From an optimization exercise on the open Yosys and OpenROAD flow, aimed at small area and a short achievable clock period; shortcuts taken in it are not production practice.
The RTL was checked by simulation tests, not by an equivalence proof against the original design.
Power figures rest on the tool's default switching activity, not on a simulated workload.

## flow/run.sh

```bash
#!/bin/bash
# synth_recipe.tcl (not shown) runs the flow's synth.tcl, then flattens the netlist and writes it again
# the make line also repeats each setting of config.mk as NAME=value (left out here)
make -C /OpenROAD-flow-scripts/flow DESIGN_CONFIG=/design/flow/config.mk WORK_HOME=/design/flow/orfs CLKGATE_MAP_FILE= SYNTH_SCRIPT=/design/flow/synth_recipe.tcl finish
```

## flow/config.mk

```make
export PLATFORM = sky130hd
export DESIGN_NAME = arm
export DESIGN_NICKNAME = arm
export VERILOG_FILES = /design/flow/design.v
export SDC_FILE = /design/flow/constraint.sdc
export NUM_CORES = 4
export LEC_CHECK = 0
export CAP_MARGIN = 20
export CORE_MARGIN = 2
export CORE_UTILIZATION = 30
export SETUP_SLACK_MARGIN = 1.0
export SLEW_MARGIN = 20
```

## flow/constraint.sdc

```tcl
create_clock -name core_clock -period 20.0 [get_ports {clk}]
set_input_delay 4.0000 -clock core_clock [delete_from_list [all_inputs] [get_ports {clk}]]
set_output_delay 4.0000 -clock core_clock [all_outputs]
set_load 0.01 [all_outputs]
```

## flow/design.v

```verilog
module adder #(parameter WIDTH = 8)
				(input logic [WIDTH-1:0] a, b,
				output logic [WIDTH-1:0] y);
	assign y = a + b;
endmodule
module mux #(parameter WIDTH = 8) (
	input logic [WIDTH-1:0] d0,d1,
	input logic s,
	output logic [WIDTH-1:0] y);
assign y = s ? d1 : d0;
endmodule
module flopr #(parameter WIDTH = 8)
				(input logic clk, reset,
				input logic [WIDTH-1:0] d,
				output logic [WIDTH-1:0] q);
	always_ff @(posedge clk, posedge reset)
		if (reset) q <= 0;
		else q <= d;
endmodule
module flopenr #(parameter WIDTH = 8)
			(input logic clk, reset, en,
			input logic [WIDTH-1:0] d,
			output logic [WIDTH-1:0] q);
	always_ff @(posedge clk, posedge reset)
		if (reset) q <= 0;
		else if (en) q <= d;
endmodule
module extend(input logic [23:0] Instr,
				input logic [1:0] ImmSrc,
				output logic [31:0] ExtImm);
	always_comb
		case(ImmSrc)
		2'b00: ExtImm = {24'b0, Instr[7:0]};
		2'b01: ExtImm = {20'b0, Instr[11:0]};
		2'b10: ExtImm = {{6{Instr[23]}}, Instr[23:0], 2'b00};
		2'b11: ExtImm = { 24'b0, Instr[11:8] , Instr[3:0]};
		default: ExtImm = 32'bx;  
	endcase
endmodule
module shifter (input logic[31:0] a,
		input logic[2:0] opcode,
		input logic carryIn,
		input logic[4:0] shift,
		output logic[31:0] a_out,
		output logic carryOut);
always @* begin
carryOut = carryIn;  
case(opcode)
	3'h0: a_out = a << shift;
	3'h1: begin
			if (shift == 5'b00000) a_out = 32'h00000000;
			else a_out = a >> shift;
		  end
	3'h3: a_out = (a >> shift) | (a << (32-shift));
	3'h2: begin
		if (shift == 5'b00000) a_out = 32'h00000000;
		else
		begin
			if (a[31]) 
				a_out = (a >> shift) | (32'hFFFFFFFF << ~shift);
			else 
				a_out = a >> shift;
		end
	end
	3'h4: begin
		a_out[31] = carryIn;
		a_out[30:0] = a[31:1];
		carryOut = a[0];
	end
	default a_out = a;
endcase
end
endmodule
module alu (input logic [31:0] a, b,
	input logic carry,
	input logic [3:0] opcode,
	output logic [31:0] c,
	output logic [3:0] flags);
logic [31:0] temp;
always @* begin
flags[0] = 1'b0;
flags[1] = 1'b0;
case(opcode)
	4'h0: begin
		temp = a & b;	
		flags[0] = 1'b0;
		flags[1] = 1'b0;
	end
	4'h1: begin
		temp = a ^ b;
		flags[0] = 1'b0;
		flags[1] = 1'b0;
	end
	4'h2: begin
		{flags[1],temp} = (a + (~b)) + 1;
		flags[0] = (~a[31] & b[31] & temp[31]) | (a[31] & ~b[31] & ~temp[31]);
	end
	4'h3: begin
		{flags[1],temp} = ((~a) + b) + 1;
		flags[0] = (a[31] & ~b[31] & temp[31]) | (~a[31] & b[31] & ~temp[31]);
	end
	4'h4: begin
		{flags[1],temp} = a + b;
		flags[0] = (a[31] & b[31] & ~temp[31]) | (~a[31] & ~b[31] & temp[31]);
	end
	4'h5: begin
		{flags[1],temp} = a + b + carry;
		flags[0] = (a[31] & b[31] & ~temp[31]) | (~a[31] & ~b[31] & temp[31]);
	end
	4'h6: begin
		{flags[1],temp} = (a + (~b) + carry);
		flags[0] = (~a[31] & b[31] & temp[31]) | (a[31] & ~b[31] & ~temp[31]);
	end
	4'h7: begin
		{flags[1], temp} = ((~a) + b + carry);
		flags[0] = (a[31] & ~b[31] & temp[31]) | (~a[31] & b[31] & ~temp[31]);
	end
	4'h8: begin
		temp = a & b;	
		flags[0] = 1'b0;
		flags[1] = 1'b0;
	end
	4'h9: begin
		temp = a ^ b;	
		flags[0] = 1'b0;
		flags[1] = 1'b0;
	end
	4'hA: begin
		{flags[1],temp} = (a + (~b)) + 1;
		flags[0] = (~a[31] & b[31] & temp[31]) | (a[31] & ~b[31] & ~temp[31]);
	end
	4'hB: begin
		{flags[1],temp} = a + b;
		flags[0] = (a[31] & b[31] & ~temp[31]) | (~a[31] & ~b[31] & temp[31]);
	end
	4'hC: begin
		temp = a | b;
		flags[0] = 1'b0;
		flags[1] = 1'b0;
	end
	4'hD: begin  
		temp = b;
		flags[0] = 1'b0;
		flags[1] = 1'b0;
	end	
	4'hE: begin 
		temp = a & (~b);
		flags[0] = 1'b0;
		flags[1] = 1'b0;
	end	
	4'hF: begin  
		 temp = ~b;
		 flags[0] = 1'b0;
	end	
	default
		temp = 32'h00000000;
endcase
if(temp == 0)
	flags[2] = 1'b1;
else
	flags[2] = 1'b0;
flags[3] = temp[31];
end
assign c = temp;
endmodule
module regfile(input logic clk, 
		input logic we3, 
		input logic [3:0] ra1, ra2,
		input logic[3:0] ra3,
		input logic [3:0] wa3, 
		input logic [31:0] wd3, r15, 
		output logic [31:0] rd1, rd2, rd3);
	logic [31:0] rf[14:0];
	always_ff @(posedge clk) 
		if (we3 && wa3 != 4'b1111) rf[wa3] <= wd3;
	assign rd1 = (ra1 == 4'b1111) ? r15 : rf[ra1]; 
	assign rd2 = (ra2 == 4'b1111) ? r15 : rf[ra2]; 
	assign rd3 = (ra3 == 4'b1111) ? r15 : rf[ra3]; 
endmodule
module byte_enabler(input logic [1:0] ALUResult,
                 input logic [1:0] enableSelect,
                 output logic [3:0] be);
always_comb
    case(enableSelect)
		2'h0:
		begin
			case(ALUResult)
				2'b00: be = 4'b0001;
      			2'b01: be = 4'b0010;
				2'b10: be = 4'b0100;
				2'b11: be = 4'b1000;
			endcase
		end
		2'h1:
		begin
			case(ALUResult[1])
				1'b0: be = 4'b0011;
      			1'b1: be = 4'b1100;
			endcase
		end
		default: be = 4'b1111;
	endcase
endmodule
module memextend(input logic [31:0] data,
                 input logic [2:0] memSelect, 
                 input logic [3:0] be,
                 output logic [31:0] dataOut);
always_comb begin
    dataOut = data;
    case(memSelect[1:0])
		2'h0:begin
      			if(memSelect[2]) begin
              if(be[0]) dataOut = {{24{data[7]}}, data[7:0]};
      				else if(be[1]) dataOut = {{24{data[15]}}, data[15:8]};
      				else if(be[2]) dataOut = {{24{data[23]}}, data[23:16]};
              else if(be[3]) dataOut = {{24{data[31]}}, data[31:24]};
      	end
      			else begin
              if(be[0]) dataOut = {24'b0, data[7:0]};
              else if(be[1]) dataOut = {24'b0, data[15:8]};
              else if(be[2]) dataOut = {24'b0, data[23:16]};
              else if(be[3]) dataOut = {24'b0, data[31:24]};
            end
      end
		2'h1:begin
      			if(memSelect[2]) begin
              if(be[1:0]) dataOut = {{16{data[15]}}, data[15:0]};
              else if(be[3:2]) dataOut = {{16{data[31]}}, data[31:16]};
      	end
      			else begin
              if(be[1:0]) dataOut = {16'b0, data[15:0]};
              else if(be[3:2]) dataOut = {16'b0, data[31:16]};
            end 
      end
		default:begin
      	dataOut = data[31:0];
    			end
	endcase
    end
endmodule
module write_data_aligner(input logic [31:0] d,
                 input logic [1:0] enableSelect,
				 input logic [3:0] byteEnable,
                 output logic [31:0] aligned);
always_comb
    case(enableSelect)
		2'h0:
		begin
			case(byteEnable)
				4'b0001: aligned = d;
				4'b0010: aligned = d << 8;
				4'b0100: aligned = d << 16;
				4'b1000: aligned = d << 24;
				default: aligned = d;
			endcase
		end
		2'h1:
		begin
			case(byteEnable)
				4'b0011: aligned = d;
				4'b1100: aligned = d << 16;
				default: aligned = d;
			endcase
		end
		default: aligned = d;
	endcase
endmodule
module decoder(input logic [1:0] Op, 
	input logic [5:0] Funct, 
	input logic [3:0] Rd,
	input logic [11:4] Instr,
	output logic [3:0] FlagW,  
	output logic PCS, RegW, MemW, 
	output logic MemtoReg, ALUSrc,
	output logic linkSelect,
	output logic [1:0] ImmSrc, RegSrc,
	output logic [3:0] ALUControl,
	output logic [2:0] shiftOp,
	output logic registerShift,
	output logic [2:0] memSelect);
	logic [10:0] controls; 
	logic Branch, ALUOp;
	logic [1:0] enableSelect;
	logic loadSigned;
	assign registerShift = Instr[4] & ~Instr[7];
	logic RegWMask; 
	logic temp_RegW;
	always_comb 
	begin
	shiftOp = 3'h5;  
	RegWMask = 1'b1;  
	loadSigned = 1'b0;  
	enableSelect = 2'h2;  
	casex(Op)
		2'b00: begin
			if (Funct[4] & ~Funct[3]) RegWMask = 1'b0;
			if (Funct[5]) begin  
				controls = 11'b00001010010; 
				shiftOp  =  3'h3;
			end
			else begin
				if (Instr[7] & Instr[4]) begin  
					if(Instr[5]) begin  
						loadSigned = Instr[6];
						enableSelect = 2'h1;
						if(Funct[0]) controls = 11'b00111110000; 
						else controls = 11'b10111101000;  
					end
					else begin  
						loadSigned = 1'b1;
						enableSelect = 2'h0;
						controls = 11'b00111110000;
					end
				end
				else begin  
					controls = 11'b00000010010;
					if ( (Instr[11:7] == 5'b0000) && (Instr[4] == 1'b0) && (Instr[6:5] == 2'b11)) shiftOp = 3'h4;
					else shiftOp = {1'b0,Instr[6:5]};
				end
			end
		end
		2'b01: 
			if(Funct[2]) begin
				if(Funct[0]) begin
					enableSelect = 2'h0;
					controls = 11'b00011110000;
				end
				else begin
					enableSelect = 2'h0;
					controls = 11'b10011101000;
				end 
			end
			else begin
				if(Funct[0]) begin
					enableSelect = 2'h2;
					controls = 11'b00011110000;
                  		end
		                else begin
					enableSelect = 2'h2;
					controls = 11'b10011101000;
				end
			end
			2'b10: begin
				if(Funct[4]) controls = 11'b01101010101;  
				else controls = 11'b01101000100;  
			end		
			default: controls = 11'b0; 
	endcase
	end
	assign memSelect = {loadSigned,enableSelect};
	assign {RegSrc, ImmSrc, ALUSrc, MemtoReg, 
		temp_RegW, MemW, Branch, ALUOp, linkSelect} = controls;
	assign RegW = temp_RegW & RegWMask;
	always_comb 
	if (ALUOp) begin  
	 	ALUControl = Funct[4:1];
		FlagW[0] = 1'b0;
		FlagW[3] = Funct[0];
		FlagW[2] = Funct[0];
		FlagW[1] = Funct[0];
		case(Funct[4:1]) 
			4'hA: FlagW = 4'b1111; 			
			4'hB: FlagW = 4'b1111; 			
			4'h9: FlagW[3:1] = 3'b111;
			4'h8: FlagW[3:1] = 3'b111; 			
		endcase
	end	
	else begin 
		ALUControl = 4'h4;  
		FlagW = 4'b0000;  
	end
	assign PCS = ((Rd == 4'b1111) & RegW) | Branch; 
endmodule
module cond_logic(input  logic       clk, reset,
				 input  logic [3:0] Cond,
				 input  logic [3:0] ALUFlags,
				 input  logic [3:0] FlagW,
				 input  logic       PCS, RegW, MemW,
				 output logic       PCSrc, RegWrite, 
									MemWrite,
				 output logic       storedCarry);
	logic [3:0] Flags;
	logic       CondEx;
	flopenr #(1)negFlag(clk, reset, FlagW[3],
						 ALUFlags[3], Flags[3]);
	flopenr #(1)zerFlag(clk, reset, FlagW[2],
						 ALUFlags[2], Flags[2]);
	flopenr #(1)carFlag(clk, reset, FlagW[1],
						 ALUFlags[1], Flags[1]);
	flopenr #(1)ovrFlag(clk, reset, FlagW[0],
						 ALUFlags[0], Flags[0]);						 
	condcheck cc(Cond, Flags, CondEx);
	assign RegWrite  = RegW  & CondEx;
	assign MemWrite  = MemW  & CondEx;
	assign PCSrc     = PCS   & CondEx;
	assign storedCarry = Flags[1];
endmodule
module condcheck(input  logic [3:0]  Cond,
				 input  logic [3:0]  Flags,
				 output logic        CondEx);
	logic neg, zero, carry, overflow, ge;
	assign {neg, zero, carry, overflow} = Flags;
	assign ge =(neg == overflow);
	always_comb
		case(Cond)
		4'b0000: CondEx = zero;                
		4'b0001: CondEx = ~zero;               
		4'b0010: CondEx = carry;               
		4'b0011: CondEx = ~carry;              
		4'b0100: CondEx = neg;             	   
		4'b0101: CondEx = ~neg;                
		4'b0110: CondEx = overflow;            
		4'b0111: CondEx = ~overflow;           
		4'b1000: CondEx = carry & ~zero;       
		4'b1001: CondEx = ~(carry & ~zero);    
		4'b1010: CondEx = ge;                  
		4'b1011: CondEx = ~ge;             	   
		4'b1100: CondEx = ~zero & ge;          
		4'b1101: CondEx = ~(~zero & ge);       
		4'b1110: CondEx = 1'b1;                
		default: CondEx = 1'b0;                
	endcase
endmodule
module controller(	input logic clk, reset,
					input logic [31:4] Instr,
					input logic [3:0] ALUFlags,
					output logic [1:0] RegSrc,
					output logic RegWrite,
					output logic [1:0] ImmSrc,
					output logic ALUSrc,
					output logic linkSelect,
					output logic [3:0] ALUControl,
					output logic MemWrite, MemtoReg,
					output logic PCSrc,
					output logic storedCarry,
					output logic [2:0] shiftOp,
					output logic registerShift,
					output logic [2:0] memSelect);
logic [3:0] FlagW;
logic PCS, RegW, MemW;
decoder decoder(.Op(Instr[27:26]), .Funct(Instr[25:20]), .Rd(Instr[15:12]), 
			.Instr(Instr[11:4]), .FlagW(FlagW), .PCS(PCS), .RegW(RegW), .MemW(MemW),
			.MemtoReg(MemtoReg), .ALUSrc(ALUSrc), .linkSelect(linkSelect),
			.ImmSrc(ImmSrc), .RegSrc(RegSrc), .ALUControl(ALUControl),
			.shiftOp(shiftOp), .registerShift(registerShift), .memSelect(memSelect));
cond_logic cond_logic(clk, reset, Instr[31:28], ALUFlags,
			FlagW, PCS, RegW, MemW,
			PCSrc, RegWrite, MemWrite, storedCarry);
endmodule
module datapath(input logic clk, reset, 
		input logic  [1:0] RegSrc, 
		input logic  RegWrite, 
		input logic  [1:0] ImmSrc, 
		input logic  ALUSrc, 
		input logic  linkSelect,
		input logic  [3:0] ALUControl, 
		input logic  MemtoReg, 
		input logic  PCSrc, 
		output logic [3:0] ALUFlags, 
		output logic [31:0] PC, 
		input logic  [31:0] Instr, 
		output logic [31:0] ALUResult, WriteData, 
		input logic  [31:0] ReadData,
		input logic  storedCarry,
		input logic [2:0] shiftOp,
		input logic registerShift,
		input logic [2:0] memSelect,
		output logic [3:0] byteEnable);
	logic [31:0] PCNext, PCPlus4, PCPlus8; 
	logic [31:0] ExtImm, SrcA, SrcB, Result, BLResult; 
	logic [3:0] RA1, RA2, BLAmuxOut;
	logic [31:0] RD3;
	logic [4:0] shiftAmt;
	logic [31:0] shiftOut;
	logic shiftCarry;
	logic[4:0] regShiftMuxOut;
	logic [3:0] be;
	logic [31:0] ExtReadData;
	logic [31:0] rd2Data;
	mux #(5) regShiftMux(.d0(Instr[11:7]), .d1(RD3[4:0]),  .s(registerShift) , .y(regShiftMuxOut)); 
	mux #(5) immShiftMux(.d0(regShiftMuxOut), .d1({Instr[11:8],1'b0}), .s(Instr[25]), .y(shiftAmt)); 
	shifter shifter(.a(SrcB), .opcode(shiftOp), .carryIn(storedCarry), .shift( shiftAmt) , .a_out(shiftOut), .carryOut(shiftCarry));
	mux #(32) pcmux(.d0(PCPlus4), .d1(Result), .s(PCSrc), .y(PCNext)); 
	flopr #(32) pcreg(.clk(clk), .reset(reset), .d(PCNext), .q(PC)); 
	adder #(32) pcadd1(.a(PC), .b(32'b100), .y(PCPlus4)); 
	adder #(32) pcadd2(.a(PCPlus4), .b(32'b100), .y(PCPlus8));
	mux #(4) ra1mux(.d0(Instr[19:16]), .d1(4'b1111), .s(RegSrc[0]), .y(RA1)); 
	mux #(4) ra2mux(.d0(Instr[3:0]), .d1(Instr[15:12]), .s(RegSrc[1]), .y(RA2)); 
	regfile rf(.clk(clk), .we3(RegWrite), .ra1(RA1), .ra2(RA2), .ra3(Instr[11:8]), 
		.wa3(BLAmuxOut), .wd3(BLResult), .r15(PCPlus8), 
		.rd1(SrcA), .rd2(rd2Data), .rd3(RD3)); 
	mux #(32) resmux(.d0(ALUResult), .d1(ExtReadData), .s(MemtoReg), .y(Result)); 
	mux #(32) bldmux(.d0(Result), .d1(PCPlus4), .s(linkSelect), .y(BLResult));  
	mux #(4) blamux(.d0(Instr[15:12]), .d1(4'b1110), .s(linkSelect), .y(BLAmuxOut));  
 	extend ext(.Instr(Instr[23:0]), .ImmSrc(ImmSrc), .ExtImm(ExtImm));
	mux #(32) srcbmux(.d0(rd2Data), .d1(ExtImm), .s(ALUSrc), .y(SrcB)); 
    alu alu(.a(SrcA), .b(shiftOut), .carry(storedCarry), .opcode(ALUControl), .c(ALUResult), .flags(ALUFlags)); 
	byte_enabler byte_enabler(.ALUResult(ALUResult[1:0]), .enableSelect(memSelect[1:0]), .be(be));
	memextend memextend(.data(ReadData), .memSelect(memSelect), .be(be), .dataOut(ExtReadData));
	write_data_aligner write_data_aligner(.d(rd2Data), .enableSelect(memSelect[1:0]), .byteEnable(be), .aligned(WriteData));
	assign byteEnable = be;
endmodule
module arm( 
	input logic clk, reset, 
	output logic [31:0] PC, 
	input logic [31:0] Instr, 
	output logic MemWrite, 
	output logic [31:0] ALUResult, 
	output logic [31:0] WriteData, 
	input logic [31:0] ReadData ,
	output logic [3:0] byteEnable);
logic [3:0] ALUFlags, ALUControl; 
logic RegWrite, linkSelect, ALUSrc, MemtoReg, PCSrc, storedCarry, registerShift; 
logic [1:0] RegSrc, ImmSrc;
logic [2:0] shiftOp,memSelect;
controller c(clk, reset, Instr[31:4], ALUFlags, RegSrc, RegWrite, ImmSrc, ALUSrc, linkSelect,
			ALUControl, MemWrite, MemtoReg, PCSrc, storedCarry,shiftOp, registerShift, memSelect); 
datapath dp(clk, reset, RegSrc, RegWrite, ImmSrc, ALUSrc, linkSelect, ALUControl, MemtoReg, 
			PCSrc, ALUFlags, PC, Instr, ALUResult, WriteData, ReadData,storedCarry,
			shiftOp, registerShift, memSelect, byteEnable); 
endmodule
```

==> summary.txt <==
Outcome: finished clean
Vias in the first global route: 57400
H-tree depth: 2
Met1 wire length: 141000 um
# rows: 151
Crit path depth: 35
Vias per cell: 6.71
HP Class: flip-flop to flip-flop
Library cells used by synthesis: 118
Layout cells sized above 1: 21.6%
Post-synthesis register bit count: 516
Post-Syn Area: 51000 um2
Seq pwr share: 19.1%
Clk sinks: 516
Fin crit period: 18.84 ns
CP most frequent cell: buf_4
Part of the Yosys area used for sequential elements: 30.0%
Worst setup startpoint: Instr[2]
All-Layer GR Usage: 40.7%
Cts bufs inserted: 49
Fin worst setup slack: 1.16 ns
Die Ht: 416 um
Drt pass-1 iters: 6
First-pass GRT wire length: 495000 um
FF/Latch Area: 15300 um2
Critical Path Fanout Max: 15
Sum of negative setup slack: 0 ns
Area Overhead vs Synth: 26.1%
Final Hold Viols: 0
CTS tree: yes
DP HPWL: 282000 um
Post-synth top flop: edfxtp_1
Synth area leaders: edfxtp_1 (28%), nand2_1 (4.9%), a21oi_1 (4.4%)
Clock skew: 0.0484 ns
Setup crit start kind: input port
Maximum vdd drop: 77.1 uV
Fill cell count: 17300
Crit path largest cell delay: 1.28 ns
Die outline width: 416 um
Kind of critical path: input port to output pin
Cell leakage power: 23.6 nW
Ys async rst share: 6.98%
Starting DRT DRC Count: 9744
Non-Filler Instances: 9284
Internal reg-to-reg setup slack: 6.73 ns
Crit path max-delay family: compound AO/OA/AOI/OAI gates
Highest routed layer: met5
Dpl ws: -0.259 ns
Fin. max-slew vios: 0
WHS Path Cells: 2
Total I/O pin count: 167
Most common cell after layout, fill and taps aside: buf_4
Drt total wl: 369000 um
Logic gate share of total power: 68.4%
CP required: 16.00 ns
Worst slew pin tran: 1.25 ns
Psw: 4.05 mW
Mapped Cells: 6264
Syn_nets: 6480
Wire per inst: 39.7 um
P_int: 3.82 mW
Initial Utilization: 30.2%
Worst R2R End: dp.rf.rf[0][30]
Multi-input gate area: 34400 um2
Slowest stage cell, crit path: clkdlybuf4s50_1
Post-synth top area share: 28.3%
Design Power: 7.88 mW
Buffers on Ports: 166
EDFF count, synth: 480
Clock root buffer: clkbuf_16
Cell taking the most area after synthesis: edfxtp_1
Initial antenna violation count: 27
Clock transition at path regs: 0.07 ns
CP Capture Type: output pin
FF-to-FF Start: dp.pcreg.q[3]
Core area: 169000 um2
Max-cap violation count: 0
Grt ovf: 0
WP data arrival: 14.84 ns
Die ar.: 173000 um2
Clk pwr share: 12.5%
Post-route DRC: 0
Fmax achieved: 53.1 MHz
Met2 wire length: 153000 um
Crit share post-route: 94.2%
CP endpoint: ALUResult[30]
Worst skew pair latency: 0.66 ns
Placed cell count: 9149
Switch share: 51.5%
Reg2Reg Depth: 39
Avg Cell Area, Syn: 8.14 um2
Buffers and inverters on the worst path: 9
Final #Nets: 7236
Pwr Density: 123 nW/um2
RSZ-0062 raised after global routing: true
Ys Warns: 11
Most frequent cells in the layout: buf_4 (981), nand2_1 (657), edfxtp_1 (480)
GPL Wtd Cong: 1.07
Vias: 62300
Pin count of the biggest net entering global routing: 77
Clock Path Buffers: 3
ANT nets after route: 0
Met3 routed WL: 40200 um
Final setup viols: 0
Slew Limit Headroom: 15.8%
==> cells by family after synthesis <==
family | count (synthesis) | share of synthesized area [%]
mux | 337 | 7.57
simple gates | 2246 | 21.5
flops | 516 | 30.0
xor+xnor | 200 | 3.43
fa+ha+maj | 150 | 3.72
compound gates | 2162 | 28.7
buf+inv | 653 | 5.03
==> metrics by stage <==
stage / util, % / cell area (um2) / hold WS, ns
global placement: 36.3 / 61400 / 0.515
floorplan: - / 51000 / 0.467
detailed placement: 36.4 / 61500 / 0.534
finish: 38.0 / 64300 / 0.545
CTS: 37.5 / 63400 / 0.552
global route: 38.0 / 64300 / 0.576
==> power groups by stage <==
stage	clock, mW	combinational [mW]	sequential (mW)
floorplan	0	2.31	1.48
detailed placement	0	5.07	1.52
global route	1.03	5.52	1.51
CTS	0.989	5.11	1.50
global placement	0	5.11	1.52
finish	0.984	5.39	1.50
==> synthesized netlist by cell type, types with 58 or more instances <==
cell and n:
nand2_1 659, nor2_1 493, edfxtp_1 480, a21oi_1 448, o21ai_0 423, clkbuf_1 351
nand3_1 258, mux2i_1 200, nor3_1 192, inv_1 170, ha_1 147, xnor2_1 146
a211oi_1 143, a31oi_1 137, mux2_2 109, o22ai_1 95, o211ai_1 94, nor4_1 91
nor2b_1 86, nand4_1 81, o221ai_1 69, a221oi_1 68, o31ai_1 65, a22oi_1 63
and3_1 58
==> state kept, by name, summed over array words and instances (netlist names) <==
name and flops:
c.cond_logic.zerFlag.q 1, dp.pcreg.q 32, dp.rf.rf 480, c.cond_logic.negFlag.q 1
c.cond_logic.ovrFlag.q 1, c.cond_logic.carFlag.q 1
==> how the worst min path moves through the flow <==
stage,from,to
finish,c.cond_logic.negFlag.q,c.cond_logic.negFlag.q
global placement,c.cond_logic.negFlag.q,c.cond_logic.negFlag.q
global route,c.cond_logic.negFlag.q,c.cond_logic.negFlag.q
detailed placement,c.cond_logic.negFlag.q,c.cond_logic.negFlag.q
floorplan,c.cond_logic.zerFlag.q,c.cond_logic.zerFlag.q
CTS,c.cond_logic.negFlag.q,c.cond_logic.negFlag.q
==> worst register-to-register path, delay by kind of cell (launching register included) <==
family | cells | cell delay (ns)
DFF | 1 | 0.79
and+or+nand+nor | 8 | 2.93
adders and majority gates | 2 | 1.19
AOI/OAI and AO/OA | 20 | 6.20
buffers and inverters | 9 | 1.77
==> what timing repair did <==
item / in CTS / in global routing
gates cloned: 1 / 2
hold buffers: 0 / 0
resized for setup: 48 / 121
setup endpoints to repair: 23 / 30
setup buffers: 2 / 31
pin swaps: 5 / 25
==> area by class of cell <==
type / count / share of cell area (%)
diodes: 6 / 0.0234
inverters: 183 / 1.07
multi-input cells: 5098 / 53.5
clock buffers: 54 / 1.94
repair buffers: 1172 / 14.7
flip-flops and latches: 516 / 23.8
well taps: 2218 / 4.32
clock inverters: 37 / 0.596
==> layer usage <==
layer	track usage (%)	up-vias
li1	-	25700
met1	51.7	30800
met2	60.1	4667
met3	9.50	1151
met4	29.7	20
met5	0	-

[what the ideal ports hide]
How much do the figures lean on ideal ports? The routed layout below was timed once more, with nothing changed but the port constraints.
Step 1 sets driving cells, clkbuf_16 on the clock port and buf_2 on the other inputs (assumed; they add their load-dependent delay and slew).
Step 2 also shifts input and output timing later by t, the mid clock arrival at the registers, as if the neighbouring blocks saw the same clock.
a / b / c = ideal ports / drivers / drivers and shift; a / b = the first two.
t, ns: 0.696
slack for setup (ns): 1.162 / 0.980 / 0.980
worst slew at a driven data input, ns: 0.20
After both steps setup and hold are still met in this run. For this run, drivers alone change the setup slack by -0.182 ns; drivers and shift together by -0.182 ns.
